From an optimization exercise on the open Yosys and OpenROAD flow, aimed at a short achievable clock period and few clock cycles; shortcuts taken in it are not production practice.
Only simulation tests tie the RTL to the original design; equivalence was not proved.
Power and IR drop assume default switching activity.

**flow/run.sh**
```bash
#!/bin/bash
# synth_recipe.tcl (not shown) runs the flow's synth.tcl, then flattens the netlist and writes it again
# the make line also repeats each setting of config.mk as NAME=value (left out here)
make -C /OpenROAD-flow-scripts/flow DESIGN_CONFIG=/design/flow/config.mk WORK_HOME=/design/flow/orfs CLKGATE_MAP_FILE= SYNTH_SCRIPT=/design/flow/synth_recipe.tcl finish
```
**flow/config.mk**
```make
export PLATFORM = sky130hd
export DESIGN_NAME = bird
export DESIGN_NICKNAME = bird
export VERILOG_FILES = /design/flow/design.v
export SDC_FILE = /design/flow/constraint.sdc
export NUM_CORES = 4
export LEC_CHECK = 0
export CAP_MARGIN = 20
export CORE_MARGIN = 2
export CORE_UTILIZATION = 40
export SLEW_MARGIN = 20
```
**flow/constraint.sdc**
```tcl
create_clock -name core_clock -period 7.0 [get_ports {clk}]
set_input_delay 1.4000 -clock core_clock [delete_from_list [all_inputs] [get_ports {clk}]]
set_output_delay 1.4000 -clock core_clock [all_outputs]
set_load 0.01 [all_outputs]
```
**flow/design.v**
```verilog
module bird (
		input clk,
		input [15:0] data_in,
		output reg [15:0] data_out,
		output reg [15:0] address,
		output memwt,
		input rst
		);
reg sF;      
reg sIMM;    
reg sLDD;    
reg sSTW;    
reg sPUSH;   
reg sPOPR;   
reg sCALLW;  
reg sOFF;    
reg sRETR;   
reg sFIX;    
reg fix_ret;
reg [15:0] pc;
reg [127:0] rf;           
reg [15:0] r7p1;          
reg r7s;
reg zf;
reg as_pc, as_p1;
reg [7:0] as_r;
reg ds_pc;
reg [7:0] ds_r;
reg wt_q;
reg [7:0] rd_oh;          
reg exv;
reg [2:0] ex_f, ex_u, ex_rd;
reg [7:0] ex_rd_oh;
reg [15:0] opa, opb, res_q;
reg fwda, fwdb;
localparam CW = 4;
localparam CN = 1 << CW;
reg [CN-1:0] c_v, c_call;
reg [16-CW-1:0] c_tag [0:CN-1];
reg [15:0] c_d [0:CN-1];
reg [15:0] c_d1 [0:CN-1];
function [15:0] rsel(input [127:0] v, input [2:0] i);
	rsel = v[16*i +: 16];
endfunction
function [7:0] oh8(input [2:0] i);
	oh8 = 8'd1 << i;
endfunction
wire [15:0] r7 = rf[127:112];
integer k;
always @* begin
	address = ({16{as_pc}} & pc) | ({16{as_p1}} & r7p1);
	data_out = {16{ds_pc}} & pc;
	for (k = 0; k < 8; k = k + 1) begin
		address = address | ({16{as_r[k]}} & rf[16*k +: 16]);
		data_out = data_out | ({16{ds_r[k]}} & rf[16*k +: 16]);
	end
end
assign memwt = wt_q;
wire [15:0] a = fwda ? res_q : opa;
wire [15:0] b = fwdb ? res_q : opb;
reg [15:0] result;
reg zres;
always @* begin
	case (ex_f)
		3'h0: result = a + b;
		3'h1: result = a - b;
		3'h2: result = a & b;
		3'h3: result = a | b;
		3'h4: result = a ^ b;
		3'h7: case (ex_u)
			3'h0: result = {15'd0, b == 16'd0};
			3'h1: result = b;
			3'h2: result = b + 16'd1;
			3'h3: result = b - 16'd1;
			default: result = 16'h0000;
			endcase
		default: result = 16'h0000;
	endcase
	case (ex_f)
		3'h0: zres = (a ^ b) == {a[14:0] | b[14:0], 1'b0};
		3'h1: zres = a == b;
		3'h2: zres = (a & b) == 16'd0;
		3'h3: zres = (a | b) == 16'd0;
		3'h4: zres = a == b;
		3'h7: case (ex_u)
			3'h0: zres = b != 16'd0;
			3'h1: zres = b == 16'd0;
			3'h2: zres = b == 16'hFFFF;
			3'h3: zres = b == 16'd1;
			default: zres = 1'b1;
			endcase
		default: zres = 1'b1;
	endcase
end
wire zf_now = exv ? zres : zf;
wire [3:0] op = data_in[15:12];
wire isLDI = op == 4'd1;
wire isLD  = op == 4'd2;
wire isST  = op == 4'd3;
wire isJZ  = op == 4'd4;
wire isJMP = op == 4'd5;
wire isALU = op == 4'd7;
wire isPUSH = op == 4'd8;
wire isPOP = op == 4'd9;
wire isCALL = op == 4'd10;
wire isRET = op == 4'd11;
wire [CW-1:0] cidx = r7p1[CW-1:0];
wire chit = c_v[cidx] && c_tag[cidx] == r7p1[15:CW];
wire [15:0] cd = c_d[cidx];
wire [15:0] cd1 = c_d1[cidx];
wire ccall = c_call[cidx];
wire r7busy = r7s | (exv & ex_rd_oh[7]);
wire pop_fast = sF & isPOP & ~r7busy & chit;
wire ret_fast = sF & isRET & ~r7busy & chit & ccall;
wire jz_skip = isJZ & ~zf_now;
wire [2:0] d_rd = data_in[2:0];
wire [2:0] d_ra = data_in[5:3];
wire [2:0] d_rs = data_in[8:6];
reg nF, nIMM, nLDD, nSTW, nPUSH, nPOPR, nCALLW, nOFF, nRETR, nFIX;
always @* begin
	{nF, nIMM, nLDD, nSTW, nPUSH, nPOPR, nCALLW, nOFF, nRETR, nFIX} = 10'd0;
	if (sF) begin
		if (isLDI) nIMM = 1;
		else if (isLD) nLDD = 1;
		else if (isST) nSTW = 1;
		else if (isJZ) begin
			if (zf_now) nOFF = 1; else nF = 1;
		end
		else if (isJMP) nOFF = 1;
		else if (isPUSH) nPUSH = 1;
		else if (isPOP) begin
			if (r7busy) nFIX = 1; else if (chit) nF = 1; else nPOPR = 1;
		end
		else if (isCALL) nCALLW = 1;
		else if (isRET) begin
			if (r7busy) nFIX = 1; else if (chit & ccall) nF = 1; else nRETR = 1;
		end
		else nF = 1;
	end
	else if (sFIX) begin
		if (fix_ret) nRETR = 1; else nPOPR = 1;
	end
	else if (sCALLW) nOFF = 1;
	else nF = 1;
end
integer i;
reg [15:0] wd;
always @(posedge clk) begin
	if (rst) begin
		{sF, sIMM, sLDD, sSTW, sPUSH, sPOPR, sCALLW, sOFF, sRETR, sFIX} <= 10'b1000000000;
		pc <= 16'd0;
		zf <= 1'b0;
		exv <= 1'b0;
		r7s <= 1'b1;
		as_pc <= 1'b1; as_p1 <= 1'b0; as_r <= 8'd0;
		ds_pc <= 1'b0;
		wt_q <= 1'b0;
		c_v <= {CN{1'b0}};
	end else begin
		{sF, sIMM, sLDD, sSTW, sPUSH, sPOPR, sCALLW, sOFF, sRETR, sFIX} <=
			{nF, nIMM, nLDD, nSTW, nPUSH, nPOPR, nCALLW, nOFF, nRETR, nFIX};
		as_pc <= nF | nIMM | nOFF | nFIX;
		as_p1 <= nPOPR | nRETR;
		as_r <= ({8{nLDD | nSTW}} & oh8(d_ra)) | {nPUSH | nCALLW, 7'd0};
		ds_pc <= nCALLW;
		wt_q <= nSTW | nPUSH | nCALLW;
		if (sF) begin
			if (isJZ & ~zf_now) pc <= pc + 16'd2;
			else if (ret_fast) pc <= cd1;
			else pc <= pc + 16'd1;
		end
		else if (sIMM) pc <= pc + 16'd1;
		else if (sOFF) pc <= pc + data_in;
		else if (sRETR) pc <= data_in;
		exv <= sF & isALU;
		if (exv) begin
			zf <= zres;
			res_q <= result;
		end
		if (pop_fast | ret_fast | sPOPR | sRETR) r7p1 <= r7p1 + 16'd1;
		else if (sPUSH | sCALLW) r7p1 <= r7;
		else if (sFIX) r7p1 <= r7 + 16'd1;
		if (sPUSH | sCALLW | sFIX) r7s <= 1'b0;
		else if ((exv & ex_rd_oh[7] & ~pop_fast & ~ret_fast) |
		         ((sIMM | sLDD | sPOPR) & rd_oh[7]) | (pop_fast & d_rd == 3'd7))
			r7s <= 1'b1;
		if (wt_q) begin
			if (sPUSH | sCALLW) begin
				c_v[address[CW-1:0]] <= 1'b1;
				c_tag[address[CW-1:0]] <= address[15:CW];
				c_d[address[CW-1:0]] <= data_out;
				c_d1[address[CW-1:0]] <= pc + 16'd1;
				c_call[address[CW-1:0]] <= sCALLW;
			end else if (c_v[address[CW-1:0]] && c_tag[address[CW-1:0]] == address[15:CW]) begin
				c_d[address[CW-1:0]] <= data_out;
				c_call[address[CW-1:0]] <= 1'b0;
			end
		end
	end
	if (sF) fix_ret <= isRET;
	if (sF) begin
		rd_oh <= oh8(d_rd);
		ds_r <= isCALL ? 8'd0 : oh8(d_rs);
	end
	if (sF & isALU) begin
		ex_f <= data_in[11:9];
		ex_u <= data_in[8:6];
		ex_rd <= d_rd;
		ex_rd_oh <= oh8(d_rd);
		opa <= rsel(rf, d_rs);
		opb <= rsel(rf, d_ra);
		fwda <= exv & (ex_rd == d_rs);
		fwdb <= exv & (ex_rd == d_ra);
	end
	for (i = 0; i < 8; i = i + 1) begin
		if (exv & ex_rd_oh[i] & ~(pop_fast & d_rd == i))
			rf[16*i +: 16] <= result;
		else if (pop_fast & d_rd == i)
			rf[16*i +: 16] <= cd;
		else if ((sIMM | sLDD | sPOPR) & rd_oh[i])
			rf[16*i +: 16] <= data_in;
		else if (i == 7) begin
			if (pop_fast | ret_fast | sPOPR | sRETR) rf[127:112] <= r7p1;
			else if (sPUSH | sCALLW) rf[127:112] <= r7 - 16'd1;
		end
	end
end
endmodule
```
==> results of run 1 <==
## synth_stat cells (52+ instances only)
master    count  area share [%]
inv_1       112            0.79
xnor2_1     103             1.7
nand4_1      52            0.61
a22oi_1      79             1.1
mux2_2       72             1.5
o22ai_1      59            0.69
edfxtp_1    948              53
clkbuf_1    241             1.7
ha_1         77             1.8
mux2i_1     105             2.0
mux4_2      269              11
nand3_1     104            0.98
o21ai_0     220             2.1
a21oi_1     126             1.2
nor2_1      255             1.8
a211oi_1     68            0.96
dfxtp_1      59             2.2
nor3_1       98            0.92
nand2_1     283             2.0
## state kept, by name, summed over array words and instances, names as in the netlist, 3 cells and up, named ones only
register,cells
rd_oh,8
res_q,16
ex_rd_oh,8
c_call,16
as_r,8
pc,16
c_d1,256
ex_f,3
c_v,16
ds_r,8
c_tag,192
rf,128
r7p1,16
ex_rd,3
opb,16
ex_u,3
c_d,256
opa,16
## layout make-up
class                      instances  area [sq um]
clock buffer                     121          2654
clock inverter                    64         874.6
fill                           11730         71990
inverter                         117         441.7
multi-input combinational       2647         22200
sequential                      1007         29660
tap                             1755          2196
timing repair buffer             222          1774
## where the power goes
group / switching [W] / total (W) / internal, W
logic: 0.00135 / 0.00204 / 0.000687
clock network: 0.00246 / 0.00581 / 0.00336
registers: 0.000144 / 0.00692 / 0.00678
total: 0.00395 / 0.0148 / 0.0108
## worst register-to-register path: stages, from the launching register on
cell and delay [ns]:
dfxtp_1 0.63, a22oi_1 0.35, nand3_1 0.62, nor2_4 0.33, inv_2 0.05, buf_4 0.26
a2111oi_0 0.50, or4_1 0.24, o21ai_0 0.12, a2111o_1 0.36, a211oi_1 0.56, nand4_1 0.26
buf_4 0.34, a211oi_4 0.94
## metrics by stage
step / utilization, % / setup slack (ns)
3_5_place_dp: 42.67 / 1.257
4_1_cts: 45.35 / 1.283
2_1_floorplan: - / 1.420
3_3_place_gp: 42.65 / 1.336
6_report: 45.38 / 1.062
5_1_grt: 45.38 / 0.9266
## routing by layer
metal  global-route usage, %  up-vias
li1                        -    16240
met1                   37.48    19610
met2                   41.81     2409
met3                   6.718      508
met4                   12.71       10
met5                  0.3561        -
## worst max-delay path by stage
stage	end	depth (start not counted)	start
2_1_floorplan	ex_f[0]	2	data_in[12]
3_3_place_gp	rf[117]	10	data_in[12]
3_5_place_dp	rf[123]	9	data_in[12]
4_1_cts	c_d[2][5]	13	as_r[4]
5_1_grt	c_d[14][7]	13	as_r[4]
6_report	c_d[2][14]	13	as_r[4]
## logic make-up after synthesis
family                   count (synthesis)  synth area share [%]
AO/OA/AOI/OAI                          951                 12.38
XOR/XNOR                               146                 2.402
adder cells (fa/ha/maj)                 80                 1.923
buffers and inverters                  460                 3.458
flip-flops                            1007                 55.70
multiplexers                           446                 14.88
AND/OR/NAND/NOR                       1024                 9.261
## cells in the final DEF (no fill, tap or decap), types with 20 or more instances in the layout
cell and instances:
edfxtp_1 948, nand2_1 283, mux4_2 269, nor2_1 238, o21ai_0 218, buf_4 171, a21oi_1 123, inv_1 111
mux2i_1 105, nand3_1 103, clkbuf_16 102, xnor2_1 101, nor3_1 96, a22oi_1 79, ha_1 77, mux2_2 72
o22ai_1 59, dfxtp_1 55, nand4_1 52, a211oi_1 52, and3_1 49, o211ai_1 48, clkdlybuf4s50_1 44, xor2_1 41
a211o_1 41, a221oi_1 39, a22o_1 38, nand2b_1 27, nor4_1 26, or3_1 26, and2_1 22, a2111oi_0 22
a222oi_1 21, a21o_1 20
==> impl_metrics.ini, run 1 <==
[worst_setup_path]
crit_family = compound AO/OA/AOI/OAI gates
start_kind = register
critPathSlowestCell = a211oi_4
cp_num_buf_inv = 3
slowest_delay_ns = 0.87
path_max_fanout = 42
worstPathCellList = a22oi_1, nand3_1, nor2_4, inv_2, buf_4, a2111oi_0, or4_1, o21ai_0, a2111o_1, a211oi_1, nand4_1, buf_4, a211oi_4
ff2ff_setup_slack_ns = 1.06
regToRegEndpoint = c_d[2][14]
cp.required_ns = 7.36
worstReg2RegStart = as_r[4]
critPathKind = reg2reg
critPathMostFrequentCell = buf_4
reg2regPathDepth = 13
crit_arrival_ns = 6.29
cp-end-kind = register

[drt]
antenna_left = 0
dr.pass1.iters = 8
vias = 38770
wl_mm = 191.4
vias_per_cell = 6.535
drc_errors = 0
drt_iter0_drc = 5832
wl_met2_mm = 85.35
wl_met1_mm = 76.14
top_layer_used = met5
wl_met3_mm = 20.07
wl_per_cell_um = 32.25

[placed_design]
post-place-cells = 5748
io_buffer_count = 50
hpwl_mm = 127.9
post_dp_cell_area_sq_mm = 0.05624
place.gp.congestion = 1.031

[yosys]
synthArstFlopShare_pct = 0
ys_ff_latch = 1007
ys.flop_type = edfxtp_1
avgSynthCellArea_sq_um = 12.94
synth_area_sq_mm = 0.05323
ys_warn_count = 1
yosysSeqAreaShare_pct = 55.70
synthCells = 4114
synth_edf_count = 948
synth_cell_type_count = 91
synth_nets = 4212

[clocking]
cts_sinks = 1007
clk_pin_slew_ns = 0.06
numCtsBuffers = 101
clkLatencyLatePin_ns = 0.75
clock_path_buffers = 3
tritoncts = done
cts_root_buffer = clkbuf_16
cts_hold_buffers = 0
cts_setup_buffers = 0
htreeDepth = 3
cts_resized = 0

[global_route]
grt_first_pass_wirelength_mm = 272.6
grt_overflow_total = 0
track_usage_pct = 27.62
grt_max_degree = 86
antenna_found_initial = 9
grt_pass1_vias = 37170

[timing]
slew_violations = 0
period_share_pct = 84.83
fin_hold_ws_ns = 0.4858
max_freq_mhz = 168.4
period_needed_ns = 5.938
tightest_slew_ns = 1.157
slew_headroom_pct = 22.67
hold_viol = 0
rsz0062_at_grt = false
setup_viol = 0
setup_tns_ns = 0
skew_ns = 0.03924

[floorplan]
die-area_sq_mm = 0.1360
dieHeight_um = 368.8
die_w_um = 368.8
pin_count = 51
core_area_sq_mm = 0.1318
rows = 133
start_util_pct = 40.39

[min_path]
hold_start = c_v[0]
holdCritPathClass = reg2reg
hold_path_end = c_v[0]
holdPathStages = 2

[status]
status = no timing/DRC/antenna violations

[flow_run]
max_cap_viol_count = 0

[cells_and_area]
num_antenna_cells = 0
final_cells = 5933
design_area_sq_mm = 0.05980
drive_gt1_share_pct = 18.19
fin_nets = 4194
area_growth_pct = 12.34

[pwr]
ir_drop_mv = 0.2303
power.total_w = 0.01477
powerDensity_mw_per_mm2 = 247.0
p_leak_nw = 19.50
Testbench counts, summed over its fixed seeds: cycles 82,373.
==> run 2, diff against run 1 <==
--- a/flow/config.mk
+++ b/flow/config.mk
@@ -5,7 +5,9 @@
 export SDC_FILE = /design/flow/constraint.sdc
 export NUM_CORES = 4
 export LEC_CHECK = 0
+export ABC_CLOCK_PERIOD_IN_PS = 3000
 export CAP_MARGIN = 20
 export CORE_MARGIN = 2
 export CORE_UTILIZATION = 40
+export SETUP_SLACK_MARGIN = 4
 export SLEW_MARGIN = 20
==> run 2 against run 1 <==
  * Final cell count grew 11%
  * Synthesized area is the same
  * Still clean
  * Fmax is 36% higher
  * Sequential share of layout area fell by 8.3 points
  * Clock skew grew 0.023 ns
  * Global-route usage is 3.0 points higher
  * Highest routed layer unchanged
  * Utilization increased by 9.2 points
  * Count of clock-buffer cells in the layout shrank 1
  * Die area unchanged
  * Routed wire length is 15% higher
  * Non-clock buffer count is 626 higher
==> impl_metrics.ini, run 2 <==
[floorplan]
die_w_um = 368.8
dieHeight_um = 368.8
rows = 133
core_area_sq_mm = 0.1318
start_util_pct = 40.39
pin_count = 51
die-area_sq_mm = 0.1360

[clocking]
cts_hold_buffers = 0
cts_sinks = 1007
clock_path_buffers = 3
htreeDepth = 3
clkLatencyLatePin_ns = 0.78
clk_pin_slew_ns = 0.06
cts_root_buffer = clkbuf_16
numCtsBuffers = 103
tritoncts = done

[drt]
vias = 44220
wl_mm = 219.4
vias_per_cell = 6.689
wl_per_cell_um = 33.19
drc_errors = 0
dr.pass1.iters = 12
drt_iter0_drc = 6645
antenna_left = 0

[pwr]
switching_share_pct = 28.02
switchingPower_w = 0.004410
clkPwrFrac_pct = 36.8
ir_drop_mv = 0.2284
seqPwrFrac_pct = 43.7
combPwrFrac_pct = 19.5
p_int_w = 0.01133
powerDensity_mw_per_mm2 = 219.0
p_leak_nw = 24.63

[cells_and_area]
fin_nets = 4863
area_growth_pct = 35.01
drive_gt1_share_pct = 40.22
fillers = 10480
mostFrequentLayoutCells = edfxtp_1, buf_4, mux4_2, nand2_1, nor2_1
layout_commonest_cell = edfxtp_1

[worst_setup_path]
critPathKind = reg2reg
path_max_fanout = 10
crit_arrival_ns = 4.79
cp.required_ns = 7.44
crit_family = compound AO/OA/AOI/OAI gates
worstPathCellList = a22oi_2, and2_4, buf_4, bufbuf_16, and3_1, a2111oi_4, nor4_2, o221ai_1, a2bb2oi_1, a211oi_2, nand4_1, buf_6, buf_12, a211oi_4, buf_4, buf_12
critPathSlowestCell = edfxtp_1
cp-end-kind = register
slowest_delay_ns = 0.48
start_kind = register
cp_num_buf_inv = 6

[flow_run]
max_cap_viol_count = 0

[timing]
skew_ns = 0.06211
rsz0062_at_grt = true
setup_viol = 0
hold_viol = 0
fin_hold_ws_ns = 0.5059
period_share_pct = 62.26
slew_violations = 0
setup_tns_ns = 0
period_needed_ns = 4.358
tightest_slew_ns = 1.189
max_freq_mhz = 229.5
slew_headroom_pct = 20.18

[global_route]
grt_pass1_vias = 41340
grt_overflow_total = 0
grt_first_pass_wirelength_mm = 301.1
grt_max_degree = 53
antenna_found_initial = 17
track_usage_pct = 30.59

[yosys]
synthArstFlopShare_pct = 0
synthMostInstantiatedCell = edfxtp_1
synth_nets = 4212
synthCells = 4114
synth_top_area_share_pct = 53.48
ys_warn_count = 1
netlist_top_cells_count = edfxtp_1, nand2_1, mux4_2
synth.area.top_cells = edfxtp_1, mux4_2, dfxtp_1
synth_top_cell_by_area = edfxtp_1
synth_cell_type_count = 91
synth_edf_count = 948
ys_ff_latch = 1007
synth_area_sq_mm = 0.05323
avgSynthCellArea_sq_um = 12.94
ys.flop_type = edfxtp_1
yosysSeqAreaShare_pct = 55.70

[placed_design]
hpwl_mm = 123.0
io_buffer_count = 50
place.gp.congestion = 0.9872

[min_path]
holdCritPathClass = reg2reg

[status]
status = no timing/DRC/antenna violations
run 2: cell families (layout without fill, tap and decap cells):
family | after synthesis | in the layout | share of synthesized area (%)
AOI/OAI and AO/OA | 951 | 956 | 12.38
xor gates and xnor gates | 146 | 146 | 2.402
adders and majority gates | 80 | 80 | 1.923
buffers and inverters | 460 | 1163 | 3.458
DFF | 1007 | 1007 | 55.70
muxes | 446 | 446 | 14.88
other | 0 | 4 | 0
and+or+nand+nor | 1024 | 1053 | 9.261
run 2: layout make-up:
class	instances	area [sq um]	share of cell area, %
multi-input combinational	2681	26150	36.38
antenna	4	10.01	0.01393
timing repair inverter	7	60.06	0.08356
inverter	117	546.8	0.7608
clock buffer	120	2651	3.689
clock inverter	71	849.6	1.182
timing repair buffer	848	9716	13.52
tap	1755	2196	3.055
sequential	1007	29700	41.32
run 2: worst min-delay path, cell delays in order, from the launching register on:
cell and delay [ns]:
dfxtp_1 0.31, inv_1 0.06, o22ai_1 0.08
run 2: worst paths after layout:
| kind | startpoint | to | cells after the start | slack, ns |
|---|---|---|---|---|
| setup reg to reg | rf[19] | c_d[7][15] | 16 | 2.64 |
| setup / recovery | rf[19] | c_d[7][15] | 16 | 2.64 |
| hold reg to reg | c_v[15] | c_v[15] | 2 | 0.51 |
| hold / removal | c_v[15] | c_v[15] | 2 | 0.51 |
run 2: through the flow:
step           power, W  cells  setup slack [ns]  utilization [%]  cell area (sq um)
2_1_floorplan  0.008253   4114             2.842                -              55210
3_5_place_dp   0.009021   5763             1.468            43.52              57360
4_1_cts         0.01539   6456             2.872            52.47              69160
6_report        0.01574   6610             2.642            54.53              71870
3_3_place_gp   0.009005   5761             1.551            43.47              57300
5_1_grt         0.01606   6606             2.685            54.52              71860
run 2: metal layers:
layer | routed length, um | vias up | share of wire, % | track usage (%)
met4 | 18850 | 20 | 8.6 | 19.33
li1 | - | 17730 | - | -
met2 | 93380 | 3491 | 43 | 45.45
met3 | 30850 | 1103 | 14 | 11.27
met1 | 76150 | 21870 | 35 | 37.64
met5 | 131 | - | 0.060 | 0
run 2: power by group through the flow:
stage	combinational, W	clock, W	sequential (W)
finish	0.00307	0.00579	0.00687
global route	0.00315	0.00605	0.00687
CTS	0.00272	0.00582	0.00686
detailed placement	0.00201	0	0.00701
global placement	0.00200	0	0.00701
floorplan	0.00132	0	0.00694
run 2: timing repair:
item / 4_1_cts / 5_1_grt
setup buffers: 436 / 134
gates cloned: 66 / 14
gates resized for setup: 910 / 298
pin swaps: 247 / 173
endpoints found under the setup margin: 1137 / 1060

-- separate check: timing with driven ports --
In the flow no input, the clock included, has a driving cell. The finished layouts below were timed again as built, in two steps. Step 1: set_driving_cell puts a clkbuf_16 on clk and a buf_2 on each other input, an assumption about the parent block. Step 2 moves the port delays by t, midway between the first and last clock arrival at a register: inputs arrive t later, outputs are due t later. That takes back most of the time a late clock gives input paths. Slacks: ideal / step 1 / step 2; pairs: ideal / step 1.
run | shift t [ns] | setup slack, ns | hold slack, ns | worst setup path at the end | worst slew at a driven data input, ns
run 1 | 0.808 | 1.062 / 1.062 / 1.062 | 0.486 / 0.486 / 0.486 | register to register | 0.07
run 2 | 0.814 | 2.642 / 2.642 / 2.263 | 0.506 / 0.506 / 0.506 | input to register | 0.15
After both steps setup and hold are still met in every run listed. For run 2, which loses most, drivers alone change the setup slack by 0.000 ns; drivers and shift together by -0.379 ns.
